This is an optimization exercise on Yosys and OpenROAD, whose aim is small area, a short achievable clock period and few clock cycles, not a production implementation.
In this exercise RTL edits were held to simulation tests only and were not proved equivalent to the original.

==> flow/design.v, too long to show whole: its modules and the start of the top module <==
// module fpmult_rtl: 211 lines
// module fpm_add_lo: 28 lines
// module fpm_add_hi: 50 lines
// module fpm_booth_tree: 6099 lines
// module fpm_fa: 3 lines
// module fpm_bsel: 3 lines
// module fpm_ha: 4 lines
module fpmult_rtl #(parameter int P=53, parameter int Q=11)(
    input  logic rst_in_N,
    input  logic clk_in,
    input  logic [P+Q-1:0] x_in,
    input  logic [P+Q-1:0] y_in,
    input  logic [1:0] round_in,
    input  logic start_in,
    output logic [P+Q-1:0] p_out,
    output logic [3:0] oor_out,
    output logic done_out
);
  // ...
==> flow/flow/run.sh <==
#!/bin/bash
# The standard layout (the standard.sh, unchanged synthesis and steps), with
# one difference: the buffers that placement puts on every input and output
# port are sky130_fd_sc_hd__buf_4 instead of the cell the resizer picks by
# itself (a delay cell, clkdlybuf4s50_1).
set -euo pipefail
export BUFFER_PORTS_ARGS="-buffer_cell sky130_fd_sc_hd__buf_4"
bash standard.sh > standard_flow.log 2>&1
==> flow/standard.sh <==
#!/bin/bash
# synth_recipe.tcl (not shown) runs the flow's synth.tcl, then flattens the netlist and writes it again
# the make line also repeats each setting of config.mk as NAME=value (left out here)
make -C /OpenROAD-flow-scripts/flow DESIGN_CONFIG=/design/flow/config.mk WORK_HOME=/design/flow/orfs CLKGATE_MAP_FILE= SYNTH_SCRIPT=/design/flow/synth_recipe.tcl "${@:-finish}"
==> flow/config.mk <==
export PLATFORM = sky130hd
export DESIGN_NAME = fpmult_rtl
export DESIGN_NICKNAME = fpmult_rtl
export VERILOG_FILES = /design/flow/design.v
export SDC_FILE = /design/flow/constraint.sdc
export NUM_CORES = 4
export LEC_CHECK = 0
export ABC_AREA = 1
export CAP_MARGIN = 20
export CORE_MARGIN = 2
export CORE_UTILIZATION = 40
export PLACE_DENSITY = 0.6
export SETUP_SLACK_MARGIN = 4
export SLEW_MARGIN = 20
export TNS_END_PERCENT = 20
==> flow/constraint.sdc <==
create_clock -name core_clock -period 11.0 [get_ports {clk_in}]
set_input_delay 2.2000 -clock core_clock [delete_from_list [all_inputs] [get_ports {clk_in}]]
set_output_delay 2.2000 -clock core_clock [all_outputs]
set_load 0.01 [all_outputs]
==> impl_metrics.py, run 1 <==
metrics = {
    "outcome": {
        "outcome": "timing/DRC/antenna clean",
    },
    "clock_tree": {
        "htreeDepth": 2,
        "cts_resized": 412,
        "clkTransAtPathRegs_ps": 70,
        "clk_path_buf_depth": 3,
    },
    "critical_path": {
        "crit_top_cell": "fa_1",
        "reg2reg_from": "C[14]",
        "slowest_delay_ps": 870,
        "critical_path.startpoint": "x_in[39]",
        "ff2ff_setup_slack_ps": 4560,
    },
    "die": {
        "taps": 2672,
        "core-area_um2": 202000,
    },
    "timing": {
        "min_period_over_period": 0.651,
        "timing_hold_violations_final": 0,
        "finClkSkew_ps": 86.9,
    },
    "synth": {
        "postSynthCellCount": 10200,
        "netlist_area_um2": 81300,
        "synthMuxAreaShare": 0,
        "ys_seq_elements": 268,
        "synth_top_family_by_area": "adder cells",
    },
    "global_routing": {
        "grtUsageMet3": 0.187,
        "first_global_vias": 80300,
        "grt-ovfl-total": 0,
    },
    "final_layout": {
        "sequential_cell_total": 268,
        "nNetsFinal": 11800,
        "final-nonclk-buf-share": 0.0698,
        "largest_register_ffs": 106,
    },
    "drt": {
        "wl_met3_um": 68500,
        "m1WireLength_um": 149000,
    },
    "hold_path": {
        "whs_endpoint": "denorm",
    },
}
Testbench counts, summed over its fixed seeds: cycles 960.
==> inputs of run 2 (changes only) <==
--- a/flow/config.mk
+++ b/flow/config.mk
@@ -10,6 +10,5 @@
 export CORE_MARGIN = 2
-export CORE_UTILIZATION = 40
-export PLACE_DENSITY = 0.6
+export CORE_UTILIZATION = 55
+export PLACE_DENSITY = 0.7
 export SETUP_SLACK_MARGIN = 4
 export SLEW_MARGIN = 20
-export TNS_END_PERCENT = 20
==> impl_metrics.py, run 2 <==
metrics = {
    "synth": {
        "postSynthCellCount": 10200,
        "synth.avg_cell_area_um2": 8.00,
        "synthFlopType": "dfxtp_1",
        "ys_seq_elements": 268,
        "synth.distinct_cells": 63,
        "netlist_area_um2": 81300,
        "synth_fp_nets": 12000,
        "synth.most_common_cell": "xor2_1",
        "synthArstFlopShare": 0.0112,
        "seq_area_frac_synth": 0.0671,
        "synth_edf_count": 8,
        "synth_top_area_frac": 0.323,
        "yosys.area.top_type": "fa_1",
        "yosys-top-cells-area": "fa_1, xor2_1, o22ai_1",
        "synth_commonest_cells": "xor2_1, o22ai_1, nand2_1",
        "yosysWarningCount": 7,
    },
    "die": {
        "die_height_um": 389,
        "die_x_um": 389,
        "initial_core_util": 0.552,
        "core-area_um2": 147000,
        "rows": 141,
        "pin_count": 202,
        "die_area_um2": 151000,
    },
    "timing": {
        "worstMarginPinSlew_ps": 1430,
        "slew_violations": 0,
        "min_period_ps": 7140,
        "tns_ps": 0,
        "fmax_mhz": 140,
        "hold_ws_ps": 544,
        "setup_violations": 0,
        "slew_headroom": 0.0466,
        "timing_hold_violations_final": 0,
        "min_period_over_period": 0.649,
        "finClkSkew_ps": 81.0,
        "rsz0062_at_grt": "true",
    },
    "global_routing": {
        "grt_pass1_wl_um": 558000,
        "antenna_found_initial": 32,
        "grt_max_degree": 89,
        "first_global_vias": 81900,
        "track_usage": 0.504,
        "grt-ovfl-total": 0,
    },
    "drt": {
        "firstDrtPassIters": 17,
        "vias": 84800,
        "viasPerCell": 7.06,
        "wirelength_um": 399000,
        "post_drt_wl_per_cell_um": 33.2,
        "drc": 0,
        "ant_nets": 0,
        "first_iter_violations": 14600,
    },
    "critical_path": {
        "critical_path.startpoint": "x_in[17]",
        "ff2ff_setup_slack_ps": 4210,
        "reg2regPathDepth": 35,
        "end_kind": "flip-flop",
        "worstPathCellList": "buf_12 -> or2_2 -> clkinvlp_4 -> buf_12 -> a21oi_4 -> buf_6 -> buf_12 -> o22ai_2 -> xor2_1 -> fa_1 -> fa_1 -> fa_1 -> fa_1 -> inv_1 -> fa_1 -> inv_1 -> fa_1 -> or2_2 -> nand2_1",
        "cp_slowest_cell": "fa_1",
        "path_class": "input port to flip-flop",
        "reg2reg_from": "C[42]",
        "crit_arrival_ps": 7680,
        "r2r-end": "S[51]",
        "crit_top_cell": "fa_1",
        "worst_ep_required_time_ps": 11530,
        "startpoint_type": "input port",
        "slowest_delay_ps": 810,
        "crit_end": "S[72]",
        "path_max_fanout": 15,
    },
    "clock_tree": {
        "postCtsHoldBufs": 0,
        "clk_path_buf_depth": 3,
        "numCtsBuffers": 34,
        "insertion_delay_ps": 650,
        "htreeDepth": 2,
        "cts_tree": "yes",
        "clkTransAtPathRegs_ps": 70,
        "cts.sinks": 268,
        "root_buffer": "clkbuf_16",
    },
    "final_layout": {
        "final_layout_size_suffix_gt1_frac": 0.149,
        "nNetsFinal": 11900,
        "largestRegisters": "S: 106 flops, C: 105 flops, ein: 12 flops",
        "most-common-layout-cells": "xor2_1, o22ai_1, nand2_1",
        "postLayoutCoreUtil": 0.622,
        "area_delta_synth_final_pct": 12.6,
        "final_area_um2": 91600,
        "regMostFlops": "S",
        "final_common_cell": "xor2_1",
        "largest_register_ffs": 106,
    },
    "placed_design": {
        "io_buffers": 201,
        "dp_hpwl_um": 265000,
        "gp_congestion": 1.09,
        "place_area_um2": 83900,
    },
    "hold_path": {
        "min_path_cells": 2,
        "hold_path.class": "flip-flop to flip-flop",
    },
    "outcome": {
        "outcome": "timing/DRC/antenna clean",
    },
    "flow_run": {
        "drv.max_cap_violation_count": 0,
    },
}
-- run 2: through the flow --
step                setup slack (ps)  instances
detailed placement              2010      11600
finish                          3860      12000
global route                    3860      12000
floorplan                       3970      10200
global placement                2030      11600
CTS                             3990      11800
-- run 2: kinds of logic after synthesis --
family	share of synthesized area
and+or+nand+nor	0.144
AOI/OAI and AO/OA	0.148
buffers and inverters	0.0923
adders and majority gates	0.384
xor gates and xnor gates	0.165
DFF	0.0671
-- run 2: how the worst min path moves through the flow --
stage,start,endpoint
2_1_floorplan,denorm,denorm
3_3_place_gp,denorm,denorm
3_5_place_dp,denorm,denorm
4_1_cts,denorm,denorm
5_1_grt,denorm,denorm
6_report,denorm,denorm
-- run 2: routing by layer --
layer	track usage	up-vias	share of wire	routed length (um)
met5	0.0514	-	0.0042	1690
met2	0.678	8488	0.38	151000
li1	-	33100	-	-
met3	0.295	2671	0.19	75100
met1	0.607	40500	0.34	135000
met4	0.309	60	0.091	36200
-- run 2: timing repair --
item,CTS,global route
resized for setup,456,447
endpoints found under the setup margin,247,220
gates cloned,23,19
buffers inserted,109,134
pin swaps,58,159
-- run 2: critical path, delay by kind of cell --
| family | cells | cell delay, ps |
|---|---|---|
| xor+xnor | 1 | 190 |
| simple gates | 3 | 790 |
| compound gates | 2 | 420 |
| buf+inv | 7 | 860 |
| fa+ha+maj | 6 | 3170 |
-- run 2: final cells by class --
cell class	count	area (um2)
diodes	31	77.6
clock buffers	37	903
clock inverters	25	270
fillers	12700	55700
inverters	1081	4450
multi-input cells	7961	71000
flip-flops and latches	268	5490
well taps	1930	2410
repair buffers	677	6920
repair inverters	11	96.3
==> inputs of run 3 (changes only) <==
--- a/flow/config.mk
+++ b/flow/config.mk
@@ -12,3 +12,3 @@
 export PLACE_DENSITY = 0.7
-export SETUP_SLACK_MARGIN = 4
+export SETUP_SLACK_MARGIN = 4.2
 export SLEW_MARGIN = 20
==> impl_metrics.py, run 3 <==
metrics = {
    "synth": {
        "ys_seq_elements": 268,
        "yosysWarningCount": 7,
        "synthFlopType": "dfxtp_1",
        "synth_commonest_cells": "xor2_1, o22ai_1, nand2_1",
        "synth.most_common_cell": "xor2_1",
        "synth_top_area_frac": 0.323,
        "synthArstFlopShare": 0.0112,
        "synth_edf_count": 8,
        "postSynthCellCount": 10200,
        "synth.distinct_cells": 63,
        "yosys-top-cells-area": "fa_1, xor2_1, o22ai_1",
        "synth_fp_nets": 12000,
        "seq_area_frac_synth": 0.0671,
        "yosys.area.top_type": "fa_1",
        "netlist_area_um2": 81300,
        "synth.avg_cell_area_um2": 8.00,
    },
    "drt": {
        "vias": 86400,
        "ant_nets": 0,
        "wirelength_um": 424000,
        "firstDrtPassIters": 20,
        "drc": 0,
        "first_iter_violations": 16300,
        "viasPerCell": 7.17,
        "post_drt_wl_per_cell_um": 35.2,
    },
    "final_layout": {
        "largest_register_ffs": 106,
        "final_layout_size_suffix_gt1_frac": 0.184,
        "regMostFlops": "S",
        "final_area_um2": 93700,
        "final_common_cell": "xor2_1",
        "fillerInstances": 12500,
        "area_delta_synth_final_pct": 15.2,
        "layout.cells.non_filler": 12000,
        "largestRegisters": "S: 106 flops, C: 105 flops, ein: 12 flops",
        "most-common-layout-cells": "xor2_1, o22ai_1, nand2_1",
        "nNetsFinal": 11900,
    },
    "global_routing": {
        "track_usage": 0.538,
        "first_global_vias": 82900,
        "grt_pass1_wl_um": 586000,
        "antenna_found_initial": 28,
        "grt_max_degree": 96,
        "grt-ovfl-total": 0,
    },
    "die": {
        "core-area_um2": 147000,
        "die_height_um": 389,
        "die_x_um": 389,
        "die_area_um2": 151000,
        "rows": 141,
        "pin_count": 202,
        "initial_core_util": 0.552,
    },
    "clock_tree": {
        "htreeDepth": 2,
        "numCtsBuffers": 38,
        "root_buffer": "clkbuf_16",
        "cts.sinks": 268,
        "insertion_delay_ps": 700,
        "cts_tree": "yes",
        "clk_path_buf_depth": 3,
        "postCtsHoldBufs": 0,
        "clkTransAtPathRegs_ps": 60,
    },
    "timing": {
        "timing_hold_violations_final": 0,
        "rsz0062_at_grt": "true",
        "setup_violations": 0,
        "finClkSkew_ps": 84.2,
        "slew_headroom": 0.162,
        "slew_violations": 0,
        "min_period_over_period": 0.635,
        "min_period_ps": 6980,
        "worstMarginPinSlew_ps": 1250,
        "fmax_mhz": 143,
        "tns_ps": 0,
    },
    "critical_path": {
        "path_max_fanout": 53,
        "startpoint_type": "input port",
        "end_kind": "flip-flop",
        "crit_buf_inv": 3,
        "worst_ep_required_time_ps": 11620,
        "path_class": "input port to flip-flop",
        "crit_top_cell": "fa_2",
        "cp_top_family": "adder cells",
        "cp_slowest_cell": "fa_2",
        "slowest_delay_ps": 620,
        "worstPathCellList": "buf_4 -> clkinv_2 -> buf_6 -> o22ai_2 -> xor2_2 -> fa_2 -> fa_2 -> fa_2 -> fa_2 -> fa_2 -> fa_1 -> fa_1 -> or2_2 -> nand2_1",
        "ff2ff_setup_slack_ps": 4230,
        "crit_arrival_ps": 7610,
    },
    "placed_design": {
        "io_buffers": 201,
        "numPlacedInstances": 11600,
        "place_area_um2": 84500,
        "gp_congestion": 1.10,
        "dp_hpwl_um": 272000,
    },
    "flow_run": {
        "drv.max_cap_violation_count": 0,
    },
    "hold_path": {
        "hold_path.class": "flip-flop to flip-flop",
    },
    "outcome": {
        "outcome": "timing/DRC/antenna clean",
    },
}
## run 3: stage by stage
step / util / hold slack, ps / worst slack (ps)
finish: 0.636 / 597 / 4020
global route: 0.636 / 647 / 4060
CTS: 0.613 / 595 / 4170
detailed placement: 0.574 / 556 / 2220
global placement: 0.574 / 542 / 2400
floorplan: - / 439 / 4110
## run 3: layout make-up
cell class / count / area (um2) / share of cell area
clock inverter: 18 / 275 / 0.00294
inverter: 1081 / 4490 / 0.0480
tap: 1930 / 2410 / 0.0258
antenna: 24 / 60.1 / 0.000641
multi-input combinational: 7962 / 72300 / 0.771
clock buffer: 51 / 1080 / 0.0115
sequential: 268 / 5610 / 0.0599
timing repair inverter: 14 / 105 / 0.00112
timing repair buffer: 696 / 7380 / 0.0787
## run 3: worst reg2reg max path, delay by kind of cell, from the launching register on
kind | cells | cell delay [ps]
AOI/OAI and AO/OA | 4 | 750
adders and majority gates | 2 | 640
buffers and inverters | 5 | 930
DFF | 1 | 660
and+or+nand+nor | 18 | 3730
## run 3: logic make-up after synthesis
family / count (synthesis) / share of synthesized area
fa+ha+maj: 1712 / 0.384
buf+inv: 1952 / 0.0923
xor+xnor: 1529 / 0.165
simple gates: 2723 / 0.144
compound gates: 1985 / 0.148
flops: 268 / 0.0671
## run 3: timing repair
action                     in CTS  in global routing
gates cloned                   34                 18
setup buffers                 154                101
pin swaps                     109                145
setup endpoints to repair     250                190
resized for setup             649                559
## run 3: final timing paths
| kind | startpoint | end | cells past startpoint |
|---|---|---|---|
| max in group asynchronous | rst_in_N | st[1] | 1 |
| worst max register to register | S[50] | S[34] | 29 |
| min in group asynchronous | rst_in_N | st[2] | 1 |
| worst min-delay path | denorm | denorm | 2 |
| worst min register to register | denorm | denorm | 2 |
| worst max-delay path | y_in[41] | S[52] | 14 |
## run 3: routing by layer
metal	GRT usage	vias to the layer above	routed length (um)
li1	-	33200	-
met5	0.133	-	3720
met1	0.632	41100	141000
met2	0.705	9001	156000
met3	0.334	3055	81200
met4	0.363	84	42600
==> inputs of run 4 (changes only) <==
--- a/flow/config.mk
+++ b/flow/config.mk
@@ -8,3 +8,3 @@
 export ABC_AREA = 1
-export CAP_MARGIN = 20
+export CAP_MARGIN = 10
 export CORE_MARGIN = 2
@@ -12,3 +12,3 @@
 export PLACE_DENSITY = 0.7
-export SETUP_SLACK_MARGIN = 4.2
-export SLEW_MARGIN = 20
+export SETUP_SLACK_MARGIN = 4
+export SLEW_MARGIN = 10
==> impl_metrics.py, run 4 <==
metrics = {
    "timing": {
        "fmax_mhz": 140,
        "rsz0062_at_grt": "true",
        "slew_violations": 13,
        "hold_ws_ps": 542,
        "min_period_over_period": 0.650,
        "timing.final.ws_setup_ps": 3850,
        "timing_hold_violations_final": 0,
        "worstMarginPinSlew_ps": 1520,
        "slew_headroom": -0.0148,
        "finClkSkew_ps": 83.9,
        "min_period_ps": 7150,
        "setup_violations": 0,
        "tns_ps": 0,
    },
    "synth": {
        "synthFlopType": "dfxtp_1",
        "synthArstFlopShare": 0.0112,
        "yosys-top-cells-area": "fa_1, xor2_1, o22ai_1",
        "postSynthCellCount": 10200,
        "seq_area_frac_synth": 0.0671,
        "synth_fp_nets": 12000,
        "yosysWarningCount": 7,
        "ys_seq_elements": 268,
        "yosys.area.top_type": "fa_1",
        "synth.avg_cell_area_um2": 8.00,
        "synth_top_area_frac": 0.323,
        "synth.distinct_cells": 63,
        "netlist_area_um2": 81300,
        "synth_commonest_cells": "xor2_1, o22ai_1, nand2_1",
        "synth_edf_count": 8,
        "synth.most_common_cell": "xor2_1",
    },
    "outcome": {
        "outcome": "finished with violations",
        "so.violations": "max-capacitance violations, max-slew violations",
    },
    "final_layout": {
        "nNetsFinal": 11900,
        "area_delta_synth_final_pct": 12.5,
        "largestRegisters": "S: 106 flops, C: 105 flops, ein: 12 flops",
        "most-common-layout-cells": "xor2_1, o22ai_1, nand2_1",
        "final_layout_size_suffix_gt1_frac": 0.149,
        "final_area_um2": 91500,
        "fillerInstances": 12700,
        "final_common_cell": "xor2_1",
        "layout.cells.non_filler": 12000,
        "regMostFlops": "S",
        "largest_register_ffs": 106,
    },
    "die": {
        "die_area_um2": 151000,
        "core-area_um2": 147000,
        "die_height_um": 389,
        "rows": 141,
        "die_x_um": 389,
        "pin_count": 202,
        "initial_core_util": 0.552,
    },
    "drt": {
        "post_drt_wl_per_cell_um": 33.2,
        "wirelength_um": 399000,
        "drc": 0,
        "ant_nets": 0,
        "viasPerCell": 7.04,
        "vias": 84600,
        "firstDrtPassIters": 17,
        "first_iter_violations": 14600,
    },
    "clock_tree": {
        "root_buffer": "clkbuf_16",
        "cts.sinks": 268,
        "insertion_delay_ps": 660,
        "clk_path_buf_depth": 3,
        "numCtsBuffers": 34,
        "htreeDepth": 2,
        "clkTransAtPathRegs_ps": 70,
        "cts_tree": "yes",
    },
    "global_routing": {
        "grt_pass1_wl_um": 558000,
        "grt_max_degree": 89,
        "antenna_found_initial": 31,
        "first_global_vias": 81900,
        "track_usage": 0.504,
        "grt-ovfl-total": 0,
    },
    "critical_path": {
        "path_class": "input port to flip-flop",
        "crit_top_cell": "fa_1",
        "worst_ep_required_time_ps": 11530,
        "crit_arrival_ps": 7680,
        "startpoint_type": "input port",
        "end_kind": "flip-flop",
        "worstPathCellList": "buf_4 -> buf_4 -> inv_2 -> o22ai_1 -> xor2_1 -> fa_1 -> inv_1 -> fa_1 -> fa_1 -> fa_1 -> fa_1 -> fa_1 -> or2_4 -> nand2_1",
        "slowest_delay_ps": 530,
        "cp_slowest_cell": "fa_1",
        "path_max_fanout": 16,
    },
    "placed_design": {
        "gp_congestion": 1.09,
        "dp_hpwl_um": 265000,
        "place_area_um2": 83900,
        "dp_slack_ps": 2010,
        "io_buffers": 201,
        "numPlacedInstances": 11600,
    },
    "hold_path": {
        "hold_path.class": "flip-flop to flip-flop",
    },
    "flow_run": {
        "drv.max_cap_violation_count": 1,
    },
}
[run 4: cell counts after synthesis]
Identical to the previous run, type by type.
[run 4: area by class of cell]
class | instances | area (um2) | share of cell area
Clock inverter | 25 | 270 | 0.00295
Sequential cell | 268 | 5490 | 0.0600
Timing Repair inverter | 11 | 96.3 | 0.00105
Timing Repair Buffer | 673 | 6880 | 0.0752
Inverter | 1081 | 4450 | 0.0486
Antenna cell | 26 | 65.1 | 0.000711
Clock buffer | 37 | 903 | 0.00987
Tap cell | 1930 | 2410 | 0.0264
Multi-Input combinational cell | 7961 | 71000 | 0.775
[run 4: final timing paths]
check,from,end,slack [ps],cells after the start
worst max-delay path,y_in[0],S[45],3850,14
worst min-delay path,denorm,denorm,540,2
worst max register to register,C[42],S[53],4240,35
worst min register to register,denorm,denorm,540,2
max in group asynchronous,rst_in_N,st[2],9490,1
min in group asynchronous,rst_in_N,st[0],1400,1
[run 4: logic make-up after synthesis]
logic type / after synthesis / share of synthesized area
AOI/OAI and AO/OA: 1985 / 0.148
adders and majority gates: 1712 / 0.384
DFF: 268 / 0.0671
xor gates and xnor gates: 1529 / 0.165
buffers and inverters: 1952 / 0.0923
and+or+nand+nor: 2723 / 0.144
[run 4: timing repair]
action	in CTS	in global routing
hold buffers	0	0
endpoints found under the setup margin	247	221
pin swaps	58	158
resized for setup	456	444
cloned	23	19
buffers inserted	109	132
[run 4: layer usage]
layer  up-vias  routed length, um  global-route usage
met4        54              36600               0.309
li1      33100                  -                   -
met3      2650              74700               0.295
met2      8477             150000               0.678
met5         -               1650              0.0514
met1     40300             136000               0.607
[run 4: worst max-delay path, delay by kind of cell]
kind / cells / cell delay (ps)
simple gates: 2 / 390
compound gates: 1 / 490
xor+xnor: 1 / 160
buf+inv: 4 / 1390
fa+ha+maj: 6 / 2960
[run 4: metrics by stage]
step / util
after floorplan: -
after global placement: 0.570
after detailed placement: 0.570
after CTS: 0.599
after global routing: 0.621
final: 0.621

## re-timing with driven ports
How much do the figures lean on ideal ports? The routed layouts below were timed once more, with nothing changed but the port constraints. Step 1: set_driving_cell puts a clkbuf_16 on clk_in and a buf_2 on each other input, an assumption about the parent block. Step 2 adds t to the input delays and takes it off the output delays; t is the mean of the earliest and latest rising clock arrival at the registers after step 1. Input paths then give back, and output paths get back, about the clock's delay inside the block. Three values: no drivers, after step 1, after step 2; two values: the first two.
| run | t (ns) | slack for setup (ns) | hold slack, ns | worst slew at a driven data input, ns |
|---|---|---|---|---|
| run 1 | 0.713 | 3.842 / 3.852 / 3.139 | 0.571 / 0.571 / 0.571 | 0.27 |
| run 2 | 0.685 | 3.856 / 3.886 / 3.201 | 0.544 / 0.544 / 0.544 | 0.13 |
| run 3 | 0.735 | 4.017 / 4.011 / 3.336 | 0.597 / 0.597 / 0.597 | 0.16 |
| run 4 | 0.692 | 3.846 / 3.879 / 3.187 | 0.542 / 0.542 / 0.542 | 0.13 |
The setup slack of run 1, which loses most, moves by +0.010 ns with the drivers and by -0.703 ns with both steps.
